This is an optimization exercise on Yosys and OpenROAD, whose aim is small area and a short achievable clock period, not a production implementation.
No run shown here included a check of the RTL's function; only the layout flow was run.
In run 2 the design's own scripts or RTL, not TritonCTS, make the clock network.
The flow treats the clock pin as an ideal source. Dropping or thinning the clock tree relies on that and would not hold on a real chip.

==> flow/design.v, too long to show whole: its modules and the start of the top module <==
// module mult_top: 22 lines
// module full_adder: 7 lines
// module half_adder: 7 lines
// module inverter: 6 lines
// module signed_array_mplier: 4851 lines
module mult_top (
    input             clk,
    input      [31:0] mplier,
    input      [31:0] mcand,
    output     [63:0] product
);
  // ...
==> flow/flow/run.sh <==
#!/bin/bash
# Own layout flow: the standard flow (standard.sh) with the standard
# synthesis unchanged, then the layout steps with
#  - the buffers ABC inserted removed at floorplan (the resizer rebuffers),
#  - plain buffers (buf_2) on the ports,
#  - repair_timing aiming at a slack margin below the fixed clock period, so
#    that it sizes and buffers the multiplier's critical paths.
# The output of each make run is in make_*.log here; each step's log is in
# orfs/logs/.
set -euo pipefail
bash standard.sh synth > make_synth.log 2>&1
bash standard.sh \
  SETUP_SLACK_MARGIN=21.3 \
  REMOVE_ABC_BUFFERS=1 \
  "BUFFER_PORTS_ARGS=-buffer_cell sky130_fd_sc_hd__buf_2" \
  finish > make_finish.log 2>&1
==> flow/standard.sh <==
#!/bin/bash
# synth_recipe.tcl (not shown) runs the flow's synth.tcl, then flattens the netlist and writes it again
# the make line also repeats each setting of config.mk as NAME=value (left out here)
make -C /OpenROAD-flow-scripts/flow DESIGN_CONFIG=/design/flow/config.mk WORK_HOME=/design/flow/orfs CLKGATE_MAP_FILE= SYNTH_SCRIPT=/design/flow/synth_recipe.tcl "${@:-finish}"
==> flow/config.mk <==
export PLATFORM = sky130hd
export DESIGN_NAME = mult_top
export DESIGN_NICKNAME = mult_top
export VERILOG_FILES = /design/flow/design.v
export SDC_FILE = /design/flow/constraint.sdc
export NUM_CORES = 4
export LEC_CHECK = 0
export ABC_AREA = 1
export CAP_MARGIN = 20
export CORE_MARGIN = 2
export CORE_UTILIZATION = 40
export SLEW_MARGIN = 20
export SYNTH_HIERARCHICAL = 1
export SYNTH_MINIMUM_KEEP_SIZE = 0
==> flow/constraint.sdc <==
create_clock -name core_clock -period 28.0 [get_ports {clk}]
set_input_delay 5.6000 -clock core_clock [delete_from_list [all_inputs] [get_ports {clk}]]
set_output_delay 5.6000 -clock core_clock [all_outputs]
set_load 0.01 [all_outputs]
==> results.toml, run 1 <==
[status]
outcome = "no timing/DRC/antenna violations"

[worst_hold_path]
hold_path.class = "flop to flop"
min_from = "mplier_q[1]"

[setup_path]
end_kind = "output pin"
critPathKind = "flop to output pin"
required_ns = 22.40
critical_path_peak_fanout = 1
r2r_start = "mplier_q[13]"
cpMaxStageDelayCell = "dfxtp_1"

[logic_synthesis]
netlist_top_cells_count = "o22ai_1 (947), fa_1 (440), clkbuf_1 (335), inv_1 (207)"
synth_top_area_frac = 0.364
synth_seq_cells = 128
synth.yosys.seq_area_share = 0.106

[sta]
skew_ns = 0.0267
grt_setup_unrepaired = "no"
finalMaxSlewViolations = 0
period_share = 0.236
hold_ws_ns = 0.856

[cells_and_area]
largest_reg_flops = 64
regMostFlops = "product_q"
final_util = 0.442
area_growth_pct = 9.63
area_share_nonclk_buffers = 0.0834

[place]
place_congestion = 0.986

[clock_tree]
hold_buffers = 0

[drt]
wl_met3_microns = 13700
wl_met2_microns = 44800

[grt]
antenna_found_initial = 0
==> run 2, diff against run 1 <==
--- a/flow/design.v
+++ b/flow/design.v
@@ -2577,42 +2577,42 @@
     wire G1359;
     wire P1360;
     wire G1361;
     wire P1362;
     wire G1363;
     wire P1364;
     wire G1365;
     wire P1366;
-    wire G1367;
-    wire P1368;
-    wire G1369;
-    wire P1370;
-    wire G1371;
-    wire P1372;
-    wire G1373;
-    wire P1374;
-    wire G1375;
-    wire P1376;
-    wire G1377;
-    wire P1378;
-    wire G1379;
-    wire P1380;
-    wire G1381;
-    wire P1382;
-    wire G1383;
-    wire P1384;
-    wire G1385;
-    wire P1386;
-    wire G1387;
-    wire P1388;
-    wire G1389;
-    wire P1390;
-    wire G1391;
-    wire P1392;
+    wire o1367;
+    wire o1368;
+    wire o1369;
+    wire o1370;
+    wire o1371;
+    wire o1372;
+    wire o1373;
+    wire o1374;
+    wire o1375;
+    wire o1376;
+    wire o1377;
+    wire o1378;
+    wire o1379;
+    wire o1380;
+    wire o1381;
+    wire o1382;
+    wire o1383;
+    wire o1384;
+    wire o1385;
+    wire o1386;
+    wire o1387;
+    wire o1388;
+    wire o1389;
+    wire o1390;
+    wire o1391;
+    wire o1392;
     wire o1393;
     wire o1394;
     wire o1395;
     wire o1396;
     wire o1397;
     wire o1398;
     wire o1399;
     wire o1400;
@@ -2640,42 +2640,16 @@
     wire o1422;
     wire o1423;
     wire o1424;
     wire o1425;
     wire o1426;
     wire o1427;
     wire o1428;
     wire o1429;
-    wire o1430;
-    wire o1431;
-    wire o1432;
-    wire o1433;
-    wire o1434;
-    wire o1435;
-    wire o1436;
-    wire o1437;
-    wire o1438;
-    wire o1439;
-    wire o1440;
-    wire o1441;
-    wire o1442;
-    wire o1443;
-    wire o1444;
-    wire o1445;
-    wire o1446;
-    wire o1447;
-    wire o1448;
-    wire o1449;
-    wire o1450;
-    wire o1451;
-    wire o1452;
-    wire o1453;
-    wire o1454;
-    wire o1455;
     inverter ix0 (.a(mcand[0]), .y(xn0));
     inverter ix1 (.a(mcand[1]), .y(xn1));
     inverter ix2 (.a(mcand[2]), .y(xn2));
     inverter ix3 (.a(mcand[3]), .y(xn3));
     inverter ix4 (.a(mcand[4]), .y(xn4));
     inverter ix5 (.a(mcand[5]), .y(xn5));
     inverter ix6 (.a(mcand[6]), .y(xn6));
     inverter ix7 (.a(mcand[7]), .y(xn7));
@@ -4463,432 +4437,406 @@
     assign G1089 = g973 | (p974 & g971);
     assign P1090 = p974 & p972;
     assign G1091 = g977 | (p978 & g975);
     assign P1092 = p978 & p976;
     assign G1093 = g981 | (p982 & g979);
     assign P1094 = p982 & p980;
     assign G1095 = g985 | (p986 & g983);
     assign P1096 = p986 & p984;
-    assign G1097 = G1083 | (P1084 & G1081);
-    assign P1098 = P1084 & P1082;
-    assign G1099 = G1087 | (P1088 & G1085);
-    assign P1100 = P1088 & P1086;
-    assign G1101 = G1091 | (P1092 & G1089);
-    assign P1102 = P1092 & P1090;
-    assign G1103 = G1095 | (P1096 & G1093);
-    assign P1104 = P1096 & P1094;
-    assign G1105 = G1099 | (P1100 & G1097);
-    assign P1106 = P1100 & P1098;
-    assign G1107 = G1103 | (P1104 & G1101);
-    assign P1108 = P1104 & P1102;
-    assign G1109 = G1107 | (P1108 & G1105);
-    assign P1110 = P1108 & P1106;
-    assign G1111 = G1101 | (P1102 & G1105);
-    assign P1112 = P1102 & P1106;
-    assign G1113 = G1085 | (P1086 & G1097);
-    assign P1114 = P1086 & P1098;
-    assign G1115 = G1089 | (P1090 & G1105);
-    assign P1116 = P1090 & P1106;
-    assign G1117 = G1093 | (P1094 & G1111);
-    assign P1118 = P1094 & P1112;
-    assign G1119 = g959 | (p960 & G1081);
-    assign P1120 = p960 & P1082;
-    assign G1121 = g963 | (p964 & G1097);
-    assign P1122 = p964 & P1098;
-    assign G1123 = g967 | (p968 & G1113);
-    assign P1124 = p968 & P1114;
-    assign G1125 = g971 | (p972 & G1105);
-    assign P1126 = p972 & P1106;
-    assign G1127 = g975 | (p976 & G1115);
-    assign P1128 = p976 & P1116;
-    assign G1129 = g979 | (p980 & G1111);
-    assign P1130 = p980 & P1112;
-    assign G1131 = g983 | (p984 & G1117);
-    assign P1132 = p984 & P1118;
-    assign G1133 = g987 | (p988 & G1109);
-    assign P1134 = p988 & P1110;
-    assign G1135 = g991 | (p992 & g989);
-    assign P1136 = p992 & p990;
-    assign G1137 = g995 | (p996 & g993);
-    assign P1138 = p996 & p994;
-    assign G1139 = g999 | (p1000 & g997);
-    assign P1140 = p1000 & p998;
-    assign G1141 = g1003 | (p1004 & g1001);
-    assign P1142 = p1004 & p1002;
-    assign G1143 = g1007 | (p1008 & g1005);
-    assign P1144 = p1008 & p1006;
-    assign G1145 = g1011 | (p1012 & g1009);
-    assign P1146 = p1012 & p1010;
-    assign G1147 = g1015 | (p1016 & g1013);
-    assign P1148 = p1016 & p1014;
-    assign G1149 = g1019 | (p1020 & g1017);
-    assign P1150 = p1020 & p1018;
-    assign G1151 = g1023 | (p1024 & g1021);
-    assign P1152 = p1024 & p1022;
-    assign G1153 = g1027 | (p1028 & g1025);
-    assign P1154 = p1028 & p1026;
-    assign G1155 = g1031 | (p1032 & g1029);
-    assign P1156 = p1032 & p1030;
-    assign G1157 = g1035 | (p1036 & g1033);
-    assign P1158 = p1036 & p1034;
-    assign G1159 = g1039 | (p1040 & g1037);
-    assign P1160 = p1040 & p1038;
-    assign G1161 = g1043 | (p1044 & g1041);
-    assign P1162 = p1044 & p1042;
-    assign G1163 = g1047 | (p1048 & g1045);
-    assign P1164 = p1048 & p1046;
-    assign G1165 = g1051 | (p1052 & g1049);
-    assign P1166 = p1052 & p1050;
-    assign G1167 = g1055 | (p1056 & g1053);
-    assign P1168 = p1056 & p1054;
-    assign G1169 = g1059 | (p1060 & g1057);
-    assign P1170 = p1060 & p1058;
-    assign G1171 = g1063 | (p1064 & g1061);
-    assign P1172 = p1064 & p1062;
-    assign G1173 = g1067 | (p1068 & g1065);
-    assign P1174 = p1068 & p1066;
-    assign G1175 = g1071 | (p1072 & g1069);
-    assign P1176 = p1072 & p1070;
-    assign G1177 = g1075 | (p1076 & g1073);
-    assign P1178 = p1076 & p1074;
-    assign G1179 = g1079 | (p1080 & g1077);
-    assign P1180 = p1080 & p1078;
-    assign G1181 = g989 | (p990 & G1133);
-    assign P1182 = p990 & P1134;
-    assign G1183 = G1135 | (P1136 & G1133);
-    assign P1184 = P1136 & P1134;
-    assign G1185 = g997 | (p998 & G1137);
-    assign P1186 = p998 & P1138;
-    assign G1187 = G1139 | (P1140 & G1137);
-    assign P1188 = P1140 & P1138;
-    assign G1189 = g1005 | (p1006 & G1141);
-    assign P1190 = p1006 & P1142;
-    assign G1191 = G1143 | (P1144 & G1141);
-    assign P1192 = P1144 & P1142;
-    assign G1193 = g1013 | (p1014 & G1145);
-    assign P1194 = p1014 & P1146;
-    assign G1195 = G1147 | (P1148 & G1145);
-    assign P1196 = P1148 & P1146;
-    assign G1197 = g1021 | (p1022 & G1149);
-    assign P1198 = p1022 & P1150;
-    assign G1199 = G1151 | (P1152 & G1149);
-    assign P1200 = P1152 & P1150;
-    assign G1201 = g1029 | (p1030 & G1153);
-    assign P1202 = p1030 & P1154;
-    assign G1203 = G1155 | (P1156 & G1153);
-    assign P1204 = P1156 & P1154;
-    assign G1205 = g1037 | (p1038 & G1157);
-    assign P1206 = p1038 & P1158;
-    assign G1207 = G1159 | (P1160 & G1157);
-    assign P1208 = P1160 & P1158;
-    assign G1209 = g1045 | (p1046 & G1161);
-    assign P1210 = p1046 & P1162;
-    assign G1211 = G1163 | (P1164 & G1161);
-    assign P1212 = P1164 & P1162;
-    assign G1213 = g1053 | (p1054 & G1165);
-    assign P1214 = p1054 & P1166;
-    assign G1215 = G1167 | (P1168 & G1165);
-    assign P1216 = P1168 & P1166;
-    assign G1217 = g1061 | (p1062 & G1169);
-    assign P1218 = p1062 & P1170;
-    assign G1219 = G1171 | (P1172 & G1169);
-    assign P1220 = P1172 & P1170;
-    assign G1221 = g1069 | (p1070 & G1173);
-    assign P1222 = p1070 & P1174;
-    assign G1223 = G1175 | (P1176 & G1173);
-    assign P1224 = P1176 & P1174;
-    assign G1225 = g1077 | (p1078 & G1177);
-    assign P1226 = p1078 & P1178;
-    assign G1227 = G1179 | (P1180 & G1177);
-    assign P1228 = P1180 & P1178;
-    assign G1229 = g993 | (p994 & G1183);
-    assign P1230 = p994 & P1184;
-    assign G1231 = G1137 | (P1138 & G1183);
-    assign P1232 = P1138 & P1184;
-    assign G1233 = G1185 | (P1186 & G1183);
-    assign P1234 = P1186 & P1184;
-    assign G1235 = G1187 | (P1188 & G1183);
-    assign P1236 = P1188 & P1184;
-    assign G1237 = g1009 | (p1010 & G1191);
-    assign P1238 = p1010 & P1192;
-    assign G1239 = G1145 | (P1146 & G1191);
-    assign P1240 = P1146 & P1192;
-    assign G1241 = G1193 | (P1194 & G1191);
-    assign P1242 = P1194 & P1192;
-    assign G1243 = G1195 | (P1196 & G1191);
-    assign P1244 = P1196 & P1192;
-    assign G1245 = g1025 | (p1026 & G1199);
-    assign P1246 = p1026 & P1200;
-    assign G1247 = G1153 | (P1154 & G1199);
-    assign P1248 = P1154 & P1200;
-    assign G1249 = G1201 | (P1202 & G1199);
-    assign P1250 = P1202 & P1200;
-    assign G1251 = G1203 | (P1204 & G1199);
-    assign P1252 = P1204 & P1200;
-    assign G1253 = g1041 | (p1042 & G1207);
-    assign P1254 = p1042 & P1208;
-    assign G1255 = G1161 | (P1162 & G1207);
-    assign P1256 = P1162 & P1208;
-    assign G1257 = G1209 | (P1210 & G1207);
-    assign P1258 = P1210 & P1208;
-    assign G1259 = G1211 | (P1212 & G1207);
-    assign P1260 = P1212 & P1208;
-    assign G1261 = g1057 | (p1058 & G1215);
-    assign P1262 = p1058 & P1216;
-    assign G1263 = G1169 | (P1170 & G1215);
-    assign P1264 = P1170 & P1216;
-    assign G1265 = G1217 | (P1218 & G1215);
-    assign P1266 = P1218 & P1216;
-    assign G1267 = G1219 | (P1220 & G1215);
-    assign P1268 = P1220 & P1216;
-    assign G1269 = g1073 | (p1074 & G1223);
-    assign P1270 = p1074 & P1224;
-    assign G1271 = G1177 | (P1178 & G1223);
-    assign P1272 = P1178 & P1224;
-    assign G1273 = G1225 | (P1226 & G1223);
-    assign P1274 = P1226 & P1224;
-    assign G1275 = G1227 | (P1228 & G1223);
-    assign P1276 = P1228 & P1224;
-    assign G1277 = g1001 | (p1002 & G1235);
-    assign P1278 = p1002 & P1236;
-    assign G1279 = G1141 | (P1142 & G1235);
-    assign P1280 = P1142 & P1236;
-    assign G1281 = G1189 | (P1190 & G1235);
-    assign P1282 = P1190 & P1236;
-    assign G1283 = G1191 | (P1192 & G1235);
-    assign P1284 = P1192 & P1236;
-    assign G1285 = G1237 | (P1238 & G1235);
-    assign P1286 = P1238 & P1236;
-    assign G1287 = G1239 | (P1240 & G1235);
-    assign P1288 = P1240 & P1236;
-    assign G1289 = G1241 | (P1242 & G1235);
-    assign P1290 = P1242 & P1236;
-    assign G1291 = G1243 | (P1244 & G1235);
-    assign P1292 = P1244 & P1236;
-    assign G1293 = g1033 | (p1034 & G1251);
-    assign P1294 = p1034 & P1252;
-    assign G1295 = G1157 | (P1158 & G1251);
-    assign P1296 = P1158 & P1252;
-    assign G1297 = G1205 | (P1206 & G1251);
-    assign P1298 = P1206 & P1252;
-    assign G1299 = G1207 | (P1208 & G1251);
-    assign P1300 = P1208 & P1252;
-    assign G1301 = G1253 | (P1254 & G1251);
-    assign P1302 = P1254 & P1252;
-    assign G1303 = G1255 | (P1256 & G1251);
-    assign P1304 = P1256 & P1252;
-    assign G1305 = G1257 | (P1258 & G1251);
-    assign P1306 = P1258 & P1252;
-    assign G1307 = G1259 | (P1260 & G1251);
-    assign P1308 = P1260 & P1252;
-    assign G1309 = g1065 | (p1066 & G1267);
-    assign P1310 = p1066 & P1268;
-    assign G1311 = G1173 | (P1174 & G1267);
-    assign P1312 = P1174 & P1268;
-    assign G1313 = G1221 | (P1222 & G1267);
-    assign P1314 = P1222 & P1268;
-    assign G1315 = G1223 | (P1224 & G1267);
-    assign P1316 = P1224 & P1268;
-    assign G1317 = G1269 | (P1270 & G1267);
-    assign P1318 = P1270 & P1268;
-    assign G1319 = G1271 | (P1272 & G1267);
-    assign P1320 = P1272 & P1268;
-    assign G1321 = G1273 | (P1274 & G1267);
-    assign P1322 = P1274 & P1268;
-    assign G1323 = G1275 | (P1276 & G1267);
-    assign P1324 = P1276 & P1268;
-    assign G1325 = g1017 | (p1018 & G1291);
-    assign P1326 = p1018 & P1292;
-    assign G1327 = G1149 | (P1150 & G1291);
-    assign P1328 = P1150 & P1292;
-    assign G1329 = G1197 | (P1198 & G1291);
-    assign P1330 = P1198 & P1292;
-    assign G1331 = G1199 | (P1200 & G1291);
-    assign P1332 = P1200 & P1292;
-    assign G1333 = G1245 | (P1246 & G1291);
-    assign P1334 = P1246 & P1292;
-    assign G1335 = G1247 | (P1248 & G1291);
-    assign P1336 = P1248 & P1292;
-    assign G1337 = G1249 | (P1250 & G1291);
-    assign P1338 = P1250 & P1292;
-    assign G1339 = G1251 | (P1252 & G1291);
-    assign P1340 = P1252 & P1292;
-    assign G1341 = G1293 | (P1294 & G1291);
-    assign P1342 = P1294 & P1292;
-    assign G1343 = G1295 | (P1296 & G1291);
-    assign P1344 = P1296 & P1292;
-    assign G1345 = G1297 | (P1298 & G1291);
-    assign P1346 = P1298 & P1292;
-    assign G1347 = G1299 | (P1300 & G1291);
-    assign P1348 = P1300 & P1292;
-    assign G1349 = G1301 | (P1302 & G1291);
-    assign P1350 = P1302 & P1292;
-    assign G1351 = G1303 | (P1304 & G1291);
-    assign P1352 = P1304 & P1292;
-    assign G1353 = G1305 | (P1306 & G1291);
-    assign P1354 = P1306 & P1292;
-    assign G1355 = G1307 | (P1308 & G1291);
-    assign P1356 = P1308 & P1292;
-    assign G1357 = 1'b0 | (1'b1 & G1323);
-    assign P1358 = 1'b1 & P1324;
-    assign G1359 = g1049 | (p1050 & G1355);
-    assign P1360 = p1050 & P1356;
-    assign G1361 = G1165 | (P1166 & G1355);
-    assign P1362 = P1166 & P1356;
-    assign G1363 = G1213 | (P1214 & G1355);
-    assign P1364 = P1214 & P1356;
-    assign G1365 = G1215 | (P1216 & G1355);
-    assign P1366 = P1216 & P1356;
-    assign G1367 = G1261 | (P1262 & G1355);
-    assign P1368 = P1262 & P1356;
-    assign G1369 = G1263 | (P1264 & G1355);
-    assign P1370 = P1264 & P1356;
-    assign G1371 = G1265 | (P1266 & G1355);
-    assign P1372 = P1266 & P1356;
-    assign G1373 = G1267 | (P1268 & G1355);
-    assign P1374 = P1268 & P1356;
-    assign G1375 = G1309 | (P1310 & G1355);
-    assign P1376 = P1310 & P1356;
-    assign G1377 = G1311 | (P1312 & G1355);
-    assign P1378 = P1312 & P1356;
-    assign G1379 = G1313 | (P1314 & G1355);
-    assign P1380 = P1314 & P1356;
-    assign G1381 = G1315 | (P1316 & G1355);
-    assign P1382 = P1316 & P1356;
-    assign G1383 = G1317 | (P1318 & G1355);
-    assign P1384 = P1318 & P1356;
-    assign G1385 = G1319 | (P1320 & G1355);
-    assign P1386 = P1320 & P1356;
-    assign G1387 = G1321 | (P1322 & G1355);
-    assign P1388 = P1322 & P1356;
-    assign G1389 = G1323 | (P1324 & G1355);
-    assign P1390 = P1324 & P1356;
-    assign G1391 = G1357 | (P1358 & G1355);
-    assign P1392 = P1358 & P1356;
-    assign o1393 = pp0_1 ^ g957;
-    assign o1394 = p960 ^ G1081;
-    assign o1395 = p962 ^ G1119;
-    assign o1396 = p964 ^ G1097;
-    assign o1397 = p966 ^ G1121;
-    assign o1398 = p968 ^ G1113;
-    assign o1399 = p970 ^ G1123;
-    assign o1400 = p972 ^ G1105;
-    assign o1401 = p974 ^ G1125;
-    assign o1402 = p976 ^ G1115;
-    assign o1403 = p978 ^ G1127;
-    assign o1404 = p980 ^ G1111;
-    assign o1405 = p982 ^ G1129;
-    assign o1406 = p984 ^ G1117;
-    assign o1407 = p986 ^ G1131;
-    assign o1408 = p988 ^ G1109;
-    assign o1409 = p990 ^ G1133;
-    assign o1410 = p992 ^ G1181;
-    assign o1411 = p994 ^ G1183;
-    assign o1412 = p996 ^ G1229;
-    assign o1413 = p998 ^ G1231;
-    assign o1414 = p1000 ^ G1233;
-    assign o1415 = p1002 ^ G1235;
-    assign o1416 = p1004 ^ G1277;
-    assign o1417 = p1006 ^ G1279;
-    assign o1418 = p1008 ^ G1281;
-    assign o1419 = p1010 ^ G1283;
-    assign o1420 = p1012 ^ G1285;
-    assign o1421 = p1014 ^ G1287;
-    assign o1422 = p1016 ^ G1289;
-    assign o1423 = p1018 ^ G1291;
-    assign o1424 = p1020 ^ G1325;
-    assign o1425 = p1022 ^ G1327;
-    assign o1426 = p1024 ^ G1329;
-    assign o1427 = p1026 ^ G1331;
-    assign o1428 = p1028 ^ G1333;
-    assign o1429 = p1030 ^ G1335;
-    assign o1430 = p1032 ^ G1337;
-    assign o1431 = p1034 ^ G1339;
-    assign o1432 = p1036 ^ G1341;
-    assign o1433 = p1038 ^ G1343;
-    assign o1434 = p1040 ^ G1345;
-    assign o1435 = p1042 ^ G1347;
-    assign o1436 = p1044 ^ G1349;
-    assign o1437 = p1046 ^ G1351;
-    assign o1438 = p1048 ^ G1353;
-    assign o1439 = p1050 ^ G1355;
-    assign o1440 = p1052 ^ G1359;
-    assign o1441 = p1054 ^ G1361;
-    assign o1442 = p1056 ^ G1363;
-    assign o1443 = p1058 ^ G1365;
-    assign o1444 = p1060 ^ G1367;
-    assign o1445 = p1062 ^ G1369;
-    assign o1446 = p1064 ^ G1371;
-    assign o1447 = p1066 ^ G1373;
-    assign o1448 = p1068 ^ G1375;
-    assign o1449 = p1070 ^ G1377;
-    assign o1450 = p1072 ^ G1379;
-    assign o1451 = p1074 ^ G1381;
-    assign o1452 = p1076 ^ G1383;
-    assign o1453 = p1078 ^ G1385;
-    assign o1454 = p1080 ^ G1387;
-    assign o1455 = 1'b1 ^ G1389;
+    assign G1097 = g989 | (p990 & g987);
+    assign P1098 = p990 & p988;
+    assign G1099 = g993 | (p994 & g991);
+    assign P1100 = p994 & p992;
+    assign G1101 = g997 | (p998 & g995);
+    assign P1102 = p998 & p996;
+    assign G1103 = g1001 | (p1002 & g999);
+    assign P1104 = p1002 & p1000;
+    assign G1105 = G1083 | (P1084 & G1081);
+    assign P1106 = P1084 & P1082;
+    assign G1107 = G1087 | (P1088 & G1085);
+    assign P1108 = P1088 & P1086;
+    assign G1109 = G1091 | (P1092 & G1089);
+    assign P1110 = P1092 & P1090;
+    assign G1111 = G1095 | (P1096 & G1093);
+    assign P1112 = P1096 & P1094;
+    assign G1113 = G1099 | (P1100 & G1097);
+    assign P1114 = P1100 & P1098;
+    assign G1115 = G1103 | (P1104 & G1101);
+    assign P1116 = P1104 & P1102;
+    assign G1117 = G1107 | (P1108 & G1105);
+    assign P1118 = P1108 & P1106;
+    assign G1119 = G1111 | (P1112 & G1109);
+    assign P1120 = P1112 & P1110;
+    assign G1121 = G1115 | (P1116 & G1113);
+    assign P1122 = P1116 & P1114;
+    assign G1123 = G1119 | (P1120 & G1117);
+    assign P1124 = P1120 & P1118;
+    assign G1125 = G1121 | (P1122 & G1123);
+    assign P1126 = P1122 & P1124;
+    assign G1127 = G1109 | (P1110 & G1117);
+    assign P1128 = P1110 & P1118;
+    assign G1129 = G1113 | (P1114 & G1123);
+    assign P1130 = P1114 & P1124;
+    assign G1131 = G1085 | (P1086 & G1105);
+    assign P1132 = P1086 & P1106;
+    assign G1133 = G1089 | (P1090 & G1117);
+    assign P1134 = P1090 & P1118;
+    assign G1135 = G1093 | (P1094 & G1127);
+    assign P1136 = P1094 & P1128;
+    assign G1137 = G1097 | (P1098 & G1123);
+    assign P1138 = P1098 & P1124;
+    assign G1139 = G1101 | (P1102 & G1129);
+    assign P1140 = P1102 & P1130;
+    assign G1141 = g959 | (p960 & G1081);
+    assign P1142 = p960 & P1082;
+    assign G1143 = g963 | (p964 & G1105);
+    assign P1144 = p964 & P1106;
+    assign G1145 = g967 | (p968 & G1131);
+    assign P1146 = p968 & P1132;
+    assign G1147 = g971 | (p972 & G1117);
+    assign P1148 = p972 & P1118;
+    assign G1149 = g975 | (p976 & G1133);
+    assign P1150 = p976 & P1134;
+    assign G1151 = g979 | (p980 & G1127);
+    assign P1152 = p980 & P1128;
+    assign G1153 = g983 | (p984 & G1135);
+    assign P1154 = p984 & P1136;
+    assign G1155 = g987 | (p988 & G1123);
+    assign P1156 = p988 & P1124;
+    assign G1157 = g991 | (p992 & G1137);
+    assign P1158 = p992 & P1138;
+    assign G1159 = g995 | (p996 & G1129);
+    assign P1160 = p996 & P1130;
+    assign G1161 = g999 | (p1000 & G1139);
+    assign P1162 = p1000 & P1140;
+    assign G1163 = g1003 | (p1004 & G1125);
+    assign P1164 = p1004 & P1126;
+    assign G1165 = g1007 | (p1008 & g1005);
+    assign P1166 = p1008 & p1006;
+    assign G1167 = g1011 | (p1012 & g1009);
+    assign P1168 = p1012 & p1010;
+    assign G1169 = g1015 | (p1016 & g1013);
+    assign P1170 = p1016 & p1014;
+    assign G1171 = g1019 | (p1020 & g1017);
+    assign P1172 = p1020 & p1018;
+    assign G1173 = g1023 | (p1024 & g1021);
+    assign P1174 = p1024 & p1022;
+    assign G1175 = g1027 | (p1028 & g1025);
+    assign P1176 = p1028 & p1026;
+    assign G1177 = g1031 | (p1032 & g1029);
+    assign P1178 = p1032 & p1030;
+    assign G1179 = g1035 | (p1036 & g1033);
+    assign P1180 = p1036 & p1034;
+    assign G1181 = g1039 | (p1040 & g1037);
+    assign P1182 = p1040 & p1038;
+    assign G1183 = g1043 | (p1044 & g1041);
+    assign P1184 = p1044 & p1042;
+    assign G1185 = g1047 | (p1048 & g1045);
+    assign P1186 = p1048 & p1046;
+    assign G1187 = g1051 | (p1052 & g1049);
+    assign P1188 = p1052 & p1050;
+    assign G1189 = g1055 | (p1056 & g1053);
+    assign P1190 = p1056 & p1054;
+    assign G1191 = g1059 | (p1060 & g1057);
+    assign P1192 = p1060 & p1058;
+    assign G1193 = g1063 | (p1064 & g1061);
+    assign P1194 = p1064 & p1062;
+    assign G1195 = g1067 | (p1068 & g1065);
+    assign P1196 = p1068 & p1066;
+    assign G1197 = g1071 | (p1072 & g1069);
+    assign P1198 = p1072 & p1070;
+    assign G1199 = g1075 | (p1076 & g1073);
+    assign P1200 = p1076 & p1074;
+    assign G1201 = g1079 | (p1080 & g1077);
+    assign P1202 = p1080 & p1078;
+    assign G1203 = g1005 | (p1006 & G1163);
+    assign P1204 = p1006 & P1164;
+    assign G1205 = G1165 | (P1166 & G1163);
+    assign P1206 = P1166 & P1164;
+    assign G1207 = g1013 | (p1014 & G1167);
+    assign P1208 = p1014 & P1168;
+    assign G1209 = G1169 | (P1170 & G1167);
+    assign P1210 = P1170 & P1168;
+    assign G1211 = g1021 | (p1022 & G1171);
+    assign P1212 = p1022 & P1172;
+    assign G1213 = G1173 | (P1174 & G1171);
+    assign P1214 = P1174 & P1172;
+    assign G1215 = g1029 | (p1030 & G1175);
+    assign P1216 = p1030 & P1176;
+    assign G1217 = G1177 | (P1178 & G1175);
+    assign P1218 = P1178 & P1176;
+    assign G1219 = g1037 | (p1038 & G1179);
+    assign P1220 = p1038 & P1180;
+    assign G1221 = G1181 | (P1182 & G1179);
+    assign P1222 = P1182 & P1180;
+    assign G1223 = g1045 | (p1046 & G1183);
+    assign P1224 = p1046 & P1184;
+    assign G1225 = G1185 | (P1186 & G1183);
+    assign P1226 = P1186 & P1184;
+    assign G1227 = g1053 | (p1054 & G1187);
+    assign P1228 = p1054 & P1188;
+    assign G1229 = G1189 | (P1190 & G1187);
+    assign P1230 = P1190 & P1188;
+    assign G1231 = g1061 | (p1062 & G1191);
+    assign P1232 = p1062 & P1192;
+    assign G1233 = G1193 | (P1194 & G1191);
+    assign P1234 = P1194 & P1192;
+    assign G1235 = g1069 | (p1070 & G1195);
+    assign P1236 = p1070 & P1196;
+    assign G1237 = G1197 | (P1198 & G1195);
+    assign P1238 = P1198 & P1196;
+    assign G1239 = g1077 | (p1078 & G1199);
+    assign P1240 = p1078 & P1200;
+    assign G1241 = G1201 | (P1202 & G1199);
+    assign P1242 = P1202 & P1200;
+    assign G1243 = g1009 | (p1010 & G1205);
+    assign P1244 = p1010 & P1206;
+    assign G1245 = G1167 | (P1168 & G1205);
+    assign P1246 = P1168 & P1206;
+    assign G1247 = G1207 | (P1208 & G1205);
+    assign P1248 = P1208 & P1206;
+    assign G1249 = G1209 | (P1210 & G1205);
+    assign P1250 = P1210 & P1206;
+    assign G1251 = g1025 | (p1026 & G1213);
+    assign P1252 = p1026 & P1214;
+    assign G1253 = G1175 | (P1176 & G1213);
+    assign P1254 = P1176 & P1214;
+    assign G1255 = G1215 | (P1216 & G1213);
+    assign P1256 = P1216 & P1214;
+    assign G1257 = G1217 | (P1218 & G1213);
+    assign P1258 = P1218 & P1214;
+    assign G1259 = g1041 | (p1042 & G1221);
+    assign P1260 = p1042 & P1222;
+    assign G1261 = G1183 | (P1184 & G1221);
+    assign P1262 = P1184 & P1222;
+    assign G1263 = G1223 | (P1224 & G1221);
+    assign P1264 = P1224 & P1222;
+    assign G1265 = G1225 | (P1226 & G1221);
+    assign P1266 = P1226 & P1222;
+    assign G1267 = g1057 | (p1058 & G1229);
+    assign P1268 = p1058 & P1230;
+    assign G1269 = G1191 | (P1192 & G1229);
+    assign P1270 = P1192 & P1230;
+    assign G1271 = G1231 | (P1232 & G1229);
+    assign P1272 = P1232 & P1230;
+    assign G1273 = G1233 | (P1234 & G1229);
+    assign P1274 = P1234 & P1230;
+    assign G1275 = g1073 | (p1074 & G1237);
+    assign P1276 = p1074 & P1238;
+    assign G1277 = G1199 | (P1200 & G1237);
+    assign P1278 = P1200 & P1238;
+    assign G1279 = G1239 | (P1240 & G1237);
+    assign P1280 = P1240 & P1238;
+    assign G1281 = G1241 | (P1242 & G1237);
+    assign P1282 = P1242 & P1238;
+    assign G1283 = g1017 | (p1018 & G1249);
+    assign P1284 = p1018 & P1250;
+    assign G1285 = G1171 | (P1172 & G1249);
+    assign P1286 = P1172 & P1250;
+    assign G1287 = G1211 | (P1212 & G1249);
+    assign P1288 = P1212 & P1250;
+    assign G1289 = G1213 | (P1214 & G1249);
+    assign P1290 = P1214 & P1250;
+    assign G1291 = G1251 | (P1252 & G1249);
+    assign P1292 = P1252 & P1250;
+    assign G1293 = G1253 | (P1254 & G1249);
+    assign P1294 = P1254 & P1250;
+    assign G1295 = G1255 | (P1256 & G1249);
+    assign P1296 = P1256 & P1250;
+    assign G1297 = G1257 | (P1258 & G1249);
+    assign P1298 = P1258 & P1250;
+    assign G1299 = g1049 | (p1050 & G1265);
+    assign P1300 = p1050 & P1266;
+    assign G1301 = G1187 | (P1188 & G1265);
+    assign P1302 = P1188 & P1266;
+    assign G1303 = G1227 | (P1228 & G1265);
+    assign P1304 = P1228 & P1266;
+    assign G1305 = G1229 | (P1230 & G1265);
+    assign P1306 = P1230 & P1266;
+    assign G1307 = G1267 | (P1268 & G1265);
+    assign P1308 = P1268 & P1266;
+    assign G1309 = G1269 | (P1270 & G1265);
+    assign P1310 = P1270 & P1266;
+    assign G1311 = G1271 | (P1272 & G1265);
+    assign P1312 = P1272 & P1266;
+    assign G1313 = G1273 | (P1274 & G1265);
+    assign P1314 = P1274 & P1266;
+    assign G1315 = 1'b0 | (1'b1 & G1281);
+    assign P1316 = 1'b1 & P1282;
+    assign G1317 = g1033 | (p1034 & G1297);
+    assign P1318 = p1034 & P1298;
+    assign G1319 = G1179 | (P1180 & G1297);
+    assign P1320 = P1180 & P1298;
+    assign G1321 = G1219 | (P1220 & G1297);
+    assign P1322 = P1220 & P1298;
+    assign G1323 = G1221 | (P1222 & G1297);
+    assign P1324 = P1222 & P1298;
+    assign G1325 = G1259 | (P1260 & G1297);
+    assign P1326 = P1260 & P1298;
+    assign G1327 = G1261 | (P1262 & G1297);
+    assign P1328 = P1262 & P1298;
+    assign G1329 = G1263 | (P1264 & G1297);
+    assign P1330 = P1264 & P1298;
+    assign G1331 = G1265 | (P1266 & G1297);
+    assign P1332 = P1266 & P1298;
+    assign G1333 = G1299 | (P1300 & G1297);
+    assign P1334 = P1300 & P1298;
+    assign G1335 = G1301 | (P1302 & G1297);
+    assign P1336 = P1302 & P1298;
+    assign G1337 = G1303 | (P1304 & G1297);
+    assign P1338 = P1304 & P1298;
+    assign G1339 = G1305 | (P1306 & G1297);
+    assign P1340 = P1306 & P1298;
+    assign G1341 = G1307 | (P1308 & G1297);
+    assign P1342 = P1308 & P1298;
+    assign G1343 = G1309 | (P1310 & G1297);
+    assign P1344 = P1310 & P1298;
+    assign G1345 = G1311 | (P1312 & G1297);
+    assign P1346 = P1312 & P1298;
+    assign G1347 = G1313 | (P1314 & G1297);
+    assign P1348 = P1314 & P1298;
+    assign G1349 = g1065 | (p1066 & G1347);
+    assign P1350 = p1066 & P1348;
+    assign G1351 = G1195 | (P1196 & G1347);
+    assign P1352 = P1196 & P1348;
+    assign G1353 = G1235 | (P1236 & G1347);
+    assign P1354 = P1236 & P1348;
+    assign G1355 = G1237 | (P1238 & G1347);
+    assign P1356 = P1238 & P1348;
+    assign G1357 = G1275 | (P1276 & G1347);
+    assign P1358 = P1276 & P1348;
+    assign G1359 = G1277 | (P1278 & G1347);
+    assign P1360 = P1278 & P1348;
+    assign G1361 = G1279 | (P1280 & G1347);
+    assign P1362 = P1280 & P1348;
+    assign G1363 = G1281 | (P1282 & G1347);
+    assign P1364 = P1282 & P1348;
+    assign G1365 = G1315 | (P1316 & G1347);
+    assign P1366 = P1316 & P1348;
+    assign o1367 = pp0_1 ^ g957;
+    assign o1368 = p960 ^ G1081;
+    assign o1369 = p962 ^ G1141;
+    assign o1370 = p964 ^ G1105;
+    assign o1371 = p966 ^ G1143;
+    assign o1372 = p968 ^ G1131;
+    assign o1373 = p970 ^ G1145;
+    assign o1374 = p972 ^ G1117;
+    assign o1375 = p974 ^ G1147;
+    assign o1376 = p976 ^ G1133;
+    assign o1377 = p978 ^ G1149;
+    assign o1378 = p980 ^ G1127;
+    assign o1379 = p982 ^ G1151;
+    assign o1380 = p984 ^ G1135;
+    assign o1381 = p986 ^ G1153;
+    assign o1382 = p988 ^ G1123;
+    assign o1383 = p990 ^ G1155;
+    assign o1384 = p992 ^ G1137;
+    assign o1385 = p994 ^ G1157;
+    assign o1386 = p996 ^ G1129;
+    assign o1387 = p998 ^ G1159;
+    assign o1388 = p1000 ^ G1139;
+    assign o1389 = p1002 ^ G1161;
+    assign o1390 = p1004 ^ G1125;
+    assign o1391 = p1006 ^ G1163;
+    assign o1392 = p1008 ^ G1203;
+    assign o1393 = p1010 ^ G1205;
+    assign o1394 = p1012 ^ G1243;
+    assign o1395 = p1014 ^ G1245;
+    assign o1396 = p1016 ^ G1247;
+    assign o1397 = p1018 ^ G1249;
+    assign o1398 = p1020 ^ G1283;
+    assign o1399 = p1022 ^ G1285;
+    assign o1400 = p1024 ^ G1287;
+    assign o1401 = p1026 ^ G1289;
+    assign o1402 = p1028 ^ G1291;
+    assign o1403 = p1030 ^ G1293;
+    assign o1404 = p1032 ^ G1295;
+    assign o1405 = p1034 ^ G1297;
+    assign o1406 = p1036 ^ G1317;
+    assign o1407 = p1038 ^ G1319;
+    assign o1408 = p1040 ^ G1321;
+    assign o1409 = p1042 ^ G1323;
+    assign o1410 = p1044 ^ G1325;
+    assign o1411 = p1046 ^ G1327;
+    assign o1412 = p1048 ^ G1329;
+    assign o1413 = p1050 ^ G1331;
+    assign o1414 = p1052 ^ G1333;
+    assign o1415 = p1054 ^ G1335;
+    assign o1416 = p1056 ^ G1337;
+    assign o1417 = p1058 ^ G1339;
+    assign o1418 = p1060 ^ G1341;
+    assign o1419 = p1062 ^ G1343;
+    assign o1420 = p1064 ^ G1345;
+    assign o1421 = p1066 ^ G1347;
+    assign o1422 = p1068 ^ G1349;
+    assign o1423 = p1070 ^ G1351;
+    assign o1424 = p1072 ^ G1353;
+    assign o1425 = p1074 ^ G1355;
+    assign o1426 = p1076 ^ G1357;
+    assign o1427 = p1078 ^ G1359;
+    assign o1428 = p1080 ^ G1361;
+    assign o1429 = 1'b1 ^ G1363;
     assign product[0] = p958;
-    assign product[1] = o1393;
-    assign product[2] = o1394;
-    assign product[3] = o1395;
-    assign product[4] = o1396;
-    assign product[5] = o1397;
-    assign product[6] = o1398;
-    assign product[7] = o1399;
-    assign product[8] = o1400;
-    assign product[9] = o1401;
-    assign product[10] = o1402;
-    assign product[11] = o1403;
-    assign product[12] = o1404;
-    assign product[13] = o1405;
-    assign product[14] = o1406;
-    assign product[15] = o1407;
-    assign product[16] = o1408;
-    assign product[17] = o1409;
-    assign product[18] = o1410;
-    assign product[19] = o1411;
-    assign product[20] = o1412;
-    assign product[21] = o1413;
-    assign product[22] = o1414;
-    assign product[23] = o1415;
-    assign product[24] = o1416;
-    assign product[25] = o1417;
-    assign product[26] = o1418;
-    assign product[27] = o1419;
-    assign product[28] = o1420;
-    assign product[29] = o1421;
-    assign product[30] = o1422;
-    assign product[31] = o1423;
-    assign product[32] = o1424;
-    assign product[33] = o1425;
-    assign product[34] = o1426;
-    assign product[35] = o1427;
-    assign product[36] = o1428;
-    assign product[37] = o1429;
-    assign product[38] = o1430;
-    assign product[39] = o1431;
-    assign product[40] = o1432;
-    assign product[41] = o1433;
-    assign product[42] = o1434;
-    assign product[43] = o1435;
-    assign product[44] = o1436;
-    assign product[45] = o1437;
-    assign product[46] = o1438;
-    assign product[47] = o1439;
-    assign product[48] = o1440;
-    assign product[49] = o1441;
-    assign product[50] = o1442;
-    assign product[51] = o1443;
-    assign product[52] = o1444;
-    assign product[53] = o1445;
-    assign product[54] = o1446;
-    assign product[55] = o1447;
-    assign product[56] = o1448;
-    assign product[57] = o1449;
-    assign product[58] = o1450;
-    assign product[59] = o1451;
-    assign product[60] = o1452;
-    assign product[61] = o1453;
-    assign product[62] = o1454;
-    assign product[63] = o1455;
+    assign product[1] = o1367;
+    assign product[2] = o1368;
+    assign product[3] = o1369;
+    assign product[4] = o1370;
+    assign product[5] = o1371;
+    assign product[6] = o1372;
+    assign product[7] = o1373;
+    assign product[8] = o1374;
+    assign product[9] = o1375;
+    assign product[10] = o1376;
+    assign product[11] = o1377;
+    assign product[12] = o1378;
+    assign product[13] = o1379;
+    assign product[14] = o1380;
+    assign product[15] = o1381;
+    assign product[16] = o1382;
+    assign product[17] = o1383;
+    assign product[18] = o1384;
+    assign product[19] = o1385;
+    assign product[20] = o1386;
+    assign product[21] = o1387;
+    assign product[22] = o1388;
+    assign product[23] = o1389;
+    assign product[24] = o1390;
+    assign product[25] = o1391;
+    assign product[26] = o1392;
+    assign product[27] = o1393;
+    assign product[28] = o1394;
+    assign product[29] = o1395;
+    assign product[30] = o1396;
+    assign product[31] = o1397;
+    assign product[32] = o1398;
+    assign product[33] = o1399;
+    assign product[34] = o1400;
+    assign product[35] = o1401;
+    assign product[36] = o1402;
+    assign product[37] = o1403;
+    assign product[38] = o1404;
+    assign product[39] = o1405;
+    assign product[40] = o1406;
+    assign product[41] = o1407;
+    assign product[42] = o1408;
+    assign product[43] = o1409;
+    assign product[44] = o1410;
+    assign product[45] = o1411;
+    assign product[46] = o1412;
+    assign product[47] = o1413;
+    assign product[48] = o1414;
+    assign product[49] = o1415;
+    assign product[50] = o1416;
+    assign product[51] = o1417;
+    assign product[52] = o1418;
+    assign product[53] = o1419;
+    assign product[54] = o1420;
+    assign product[55] = o1421;
+    assign product[56] = o1422;
+    assign product[57] = o1423;
+    assign product[58] = o1424;
+    assign product[59] = o1425;
+    assign product[60] = o1426;
+    assign product[61] = o1427;
+    assign product[62] = o1428;
+    assign product[63] = o1429;
 endmodule
==> flow/flow/run.sh (replaced) <==
#!/bin/bash
# Own layout flow: the standard flow (standard.sh) with the standard
# synthesis unchanged, then the layout steps with
#  - plain buffers (buf_2) on the ports,
#  - a two-level balanced clock tree (flow/cts_own.tcl) in place of ORFS's CTS,
#  - repair_timing aiming at a slack margin below the fixed clock period, so
#    that it sizes and buffers the multiplier's critical paths.
# The output of each make run is in make_*.log here; each step's log is in
# orfs/logs/.
set -euo pipefail
export OWN_FLOW_DIR=$(pwd)/flow
bash standard.sh synth > make_synth.log 2>&1
bash standard.sh \
  SETUP_SLACK_MARGIN=21.45 \
  "BUFFER_PORTS_ARGS=-buffer_cell sky130_fd_sc_hd__buf_2" \
  PRE_CTS_TCL=$OWN_FLOW_DIR/cts_own.tcl \
  finish > make_finish.log 2>&1
==> flow/flow/cts_own.tcl (new file) <==
set own_l1 sky130_fd_sc_hd__clkbuf_8
set own_l2 sky130_fd_sc_hd__clkbuf_16
set db [ord::get_db]
set block [ord::get_db_block]
set clk_net [$block findNet clk]
set sinks {}
foreach it [$clk_net getITerms] {
  set inst [$it getInst]
  set bb [$inst getBBox]
  set x [expr {([$bb xMin] + [$bb xMax]) / 2}]
  set y [expr {([$bb yMin] + [$bb yMax]) / 2}]
  lappend sinks [list $it $x $y]
}
puts "own cts: [llength $sinks] clock sinks"

# split items (lists whose elements 1, 2 are x, y) into two halves of equal
# size along the longer side of their bounding box
proc own_halves {items} {
  set xs {}; set ys {}
  foreach s $items { lappend xs [lindex $s 1]; lappend ys [lindex $s 2] }
  set xs [lsort -integer $xs]; set ys [lsort -integer $ys]
  set idx [expr {([lindex $xs end] - [lindex $xs 0]) >= ([lindex $ys end] - [lindex $ys 0]) ? 1 : 2}]
  set sorted [lsort -integer -index $idx $items]
  set h [expr {[llength $sorted] / 2}]
  return [list [lrange $sorted 0 [expr {$h - 1}]] [lrange $sorted $h end]]
}
proc own_centroid {items} {
  set sx 0; set sy 0
  foreach s $items { incr sx [lindex $s 1]; incr sy [lindex $s 2] }
  return [list [expr {$sx / [llength $items]}] [expr {$sy / [llength $items]}]]
}
proc own_buffer {name master in_net cx cy} {
  set block [ord::get_db_block]
  set inst [odb::dbInst_create $block $master $name]
  set net [odb::dbNet_create $block "${name}_net"]
  $net setSigType CLOCK
  [$inst findITerm A] connect $in_net
  [$inst findITerm X] connect $net
  set m [$inst getMaster]
  $inst setLocation [expr {$cx - [$m getWidth] / 2}] [expr {$cy - [$m getHeight] / 2}]
  $inst setPlacementStatus PLACED
  return $net
}

set m1 [$db findMaster $own_l1]
set m2 [$db findMaster $own_l2]
set quarters {}
foreach h [own_halves $sinks] { foreach q [own_halves $h] { lappend quarters $q } }
set qi 0
foreach q $quarters {
  set eighths [own_halves $q]
  set leaves {}
  foreach e $eighths { lappend leaves [concat [own_centroid $e]] }
  # first-level buffer midway between its two second-level buffers
  set c1 [own_centroid [list [concat x [lindex $leaves 0]] [concat x [lindex $leaves 1]]]]
  set n1 [own_buffer "clkbuf_own_l1_$qi" $m1 $clk_net [lindex $c1 0] [lindex $c1 1]]
  set ei 0
  foreach e $eighths {
    set c2 [own_centroid $e]
    set n2 [own_buffer "clkbuf_own_l2_${qi}_$ei" $m2 $n1 [lindex $c2 0] [lindex $c2 1]]
    foreach s $e {
      set it [lindex $s 0]
      $it disconnect
      $it connect $n2
    }
    puts "own cts: clkbuf_own_l2_${qi}_$ei drives [llength $e] registers"
    incr ei
  }
  incr qi
}
set_propagated_clock [all_clocks]
rename clock_tree_synthesis own_unused_clock_tree_synthesis
proc clock_tree_synthesis {args} {
  puts "own cts: ORFS clock_tree_synthesis skipped, two-level tree built by flow/cts_own.tcl"
}
==> results.toml, run 2 <==
[drt]
via_per_inst = 7.02
dr.first_iter.drc_count = 3306
ant_nets = 0
num_vias = 24200
firstDrtPassIters = 8
wl_per_cell_microns = 28.4
routed_wl_microns = 97900
drc_errors = 0

[grt]
grt_pass1_wl_microns = 147000
antenna_found_initial = 1
overflow = 0
grt_max_degree = 39
grt_pass1_vias = 24800
grtUsageTotal = 0.300

[cells_and_area]
reg_top3 = "product_q (64), mcand_q (32), mplier_q (32)"
multi_input_area_sq_um = 19400
nets = 3313
largest_reg_flops = 64
drive_gt1_frac = 0.191
diodes = 0
stdcell_count = 3450
area_growth_pct = 11.9
fillers = 5708
final_common_cell = "o22ai_1"
final_cell_mix = "o22ai_1 (914), fa_1 (437), nor2_1 (161)"
seq_area_sq_um = 2610
regMostFlops = "product_q"

[logic_synthesis]
synth_top_area_frac = 0.369
synth.yosys.seq_area_share = 0.106
synth_ff_type = "dfxtp_1"
synth_cell_type_count = 39
synth_area_leaders = "fa_1 (37%), o22ai_1 (25%), dfxtp_1 (11%)"
yosys.area.top_type = "fa_1"
synth.most_common_cell = "o22ai_1"
synth_edf_count = 0
syn_avg_cell_area_sq_um = 8.80
async_flop_share = 0
yosysWarnings = 7
synth_cells = 2738
mappedNetlistArea_sq_um = 24100
synth_seq_cells = 128
netlist_top_cells_count = "o22ai_1 (946), fa_1 (444), clkbuf_1 (284), inv_1 (189), nor2_1 (164)"

[place]
place_congestion = 0.998
dpl.hpwl_microns = 69100
numPlacedInstances = 3312
numPortBuffers = 128

[setup_path]
arrival_ns = 6.61
critical_path.startpoint = "mcand_q[27]"
crit_buf_inv = 3
cp_top_family = "adder cells"
r2r_start = "mcand_q[27]"
cp_slowest_stage_delay_ns = 0.69
cpMaxStageDelayCell = "o32ai_1"
cpMostUsedCell = "fa_1"
crit_chain = "buf_4, inv_1, nor2_1, o32ai_1, fa_1, fa_1, fa_1, fa_1, fa_1, fa_1, ha_1, nand2_2, inv_1, a21oi_2, nand2_4, nand2_8, nand2_8, nand2_4, nand2_8, fa_2, xor2_1"
crit_cells = 21
r2r_cells = 21
critPathKind = "flop to flop"
required_ns = 28.20
start_kind = "flop"
critical_path_peak_fanout = 17
end_kind = "flop"

[sta]
tns_ns = 0
period_needed_ns = 6.41
max_freq_ghz = 0.156
period_share = 0.229
worstMarginPinSlew_ns = 0.819
hold_viol_final = 0
setup_viol_count_final = 0
relSlewSlack = 0.452
finalMaxSlewViolations = 0
skew_ns = 0.0725
grt_setup_unrepaired = "no"

[die]
die_h_microns = 249
initial_utilization = 0.407
ios = 129
rows = 89
die_x_microns = 249
coreArea_sq_um = 59200
die_area_sq_um = 62200

[flow_run]
drv_cap = 0

[status]
outcome = "no timing/DRC/antenna violations"

[worst_hold_path]
hold_depth = 3
hold_path.class = "flop to flop"
min_from = "mplier_q[1]"

[clock_tree]
hold_buffers = 0
insertion_delay_ns = 0.35
path_clk_slew_ns = 0.08
-- run 2: final cells by class --
class,instances,share of cell area
timing repair buffer,337,0.104
buffer,12,0.00947
timing repair inverter,6,0.00158
multi-input combinational,2005,0.721
inverter,189,0.0312
sequential,128,0.0968
tap,773,0.0359
-- run 2: path summary, 6_finish.rpt --
kind / end / slack [ns]
worst max-delay path: product_q[56] / 21.59
worst min-delay path: product_q[0] / 0.88
worst max register to register: product_q[56] / 21.59
worst min register to register: product_q[0] / 0.88
-- run 2: per-stage QoR --
step	utilization	hold slack, ns	setup WS (ns)	area, sq um
after global routing	0.455	0.885	21.40	27000
after detailed placement	0.413	0.896	20.04	24500
after CTS	0.436	0.782	21.45	25800
final	0.455	0.884	21.59	27000
after global placement	0.413	0.897	20.14	24500
after floorplan	-	0.594	21.99	24100
-- run 2: logic make-up after synthesis --
kind of cell | count (synthesis) | share of synthesized area
compound gates | 1041 | 0.275
buf+inv | 606 | 0.108
fa+ha+maj | 569 | 0.434
simple gates | 346 | 0.0597
flops | 128 | 0.106
xor+xnor | 48 | 0.0174
-- run 2: Yosys stat by module, one instance, submodules excluded, excerpt --
module      cells  times used  flip-flops and latches  area (sq um)
mult_top      128           1                     128          2560
full_adder      1         427                       0          20.0
half_adder      1          40                       0          12.5
inverter        1          48                       0          3.75
-- run 2: metal layers --
layer  global-route usage  part of all wire  up-vias
met5               0.0100           0.00047        -
met4                0.139             0.066        4
met3               0.0749              0.13      500
met2                0.483              0.45     2106
met1                0.378              0.36    11800
li1                     -                 -     9783
-- run 2: timing repair --
action                                  CTS  global route
endpoints found under the setup margin   40            13
pin swaps                                 2            21
cloned                                    7            10
gates resized for setup                 113           124
buffers inserted                         63            45
-- run 2: worst register-to-register path: stages (launching register included) --
cell and delay, ns:
dfxtp_1 0.30, buf_4 0.21, inv_1 0.54, nor2_1 0.13, o32ai_1 0.69, fa_1 0.40, fa_1 0.49, fa_1 0.49
fa_1 0.41, fa_1 0.52, fa_1 0.42, ha_1 0.34, nand2_2 0.10, inv_1 0.05, a21oi_2 0.19, nand2_4 0.14
nand2_8 0.12, nand2_8 0.09, nand2_4 0.12, nand2_8 0.07, fa_2 0.34, xor2_1 0.16

## port drivers added, routing unchanged
In the flow no input, the clock included, has a driving cell. The finished layouts below were timed again as built, in two steps. Step 1, drivers: a clkbuf_16 drives clk and a buf_2 each remaining input, both assumed. Step 2 adds t to the input delays and takes it off the output delays; t is the mean of the earliest and latest rising clock arrival at the registers after step 1. Input paths then give back, and output paths get back, about the clock's delay inside the block. Three values: no drivers, after step 1, after step 2; two values: the first two.
run	shift t [ns]	setup WS [ns]	pins driven straight from the clock port
run 1	0.556	21.386 / 21.324 / 21.442	1
run 2	0.453	21.590 / 21.470 / 21.590	4
After both steps every run listed still meets setup and hold.
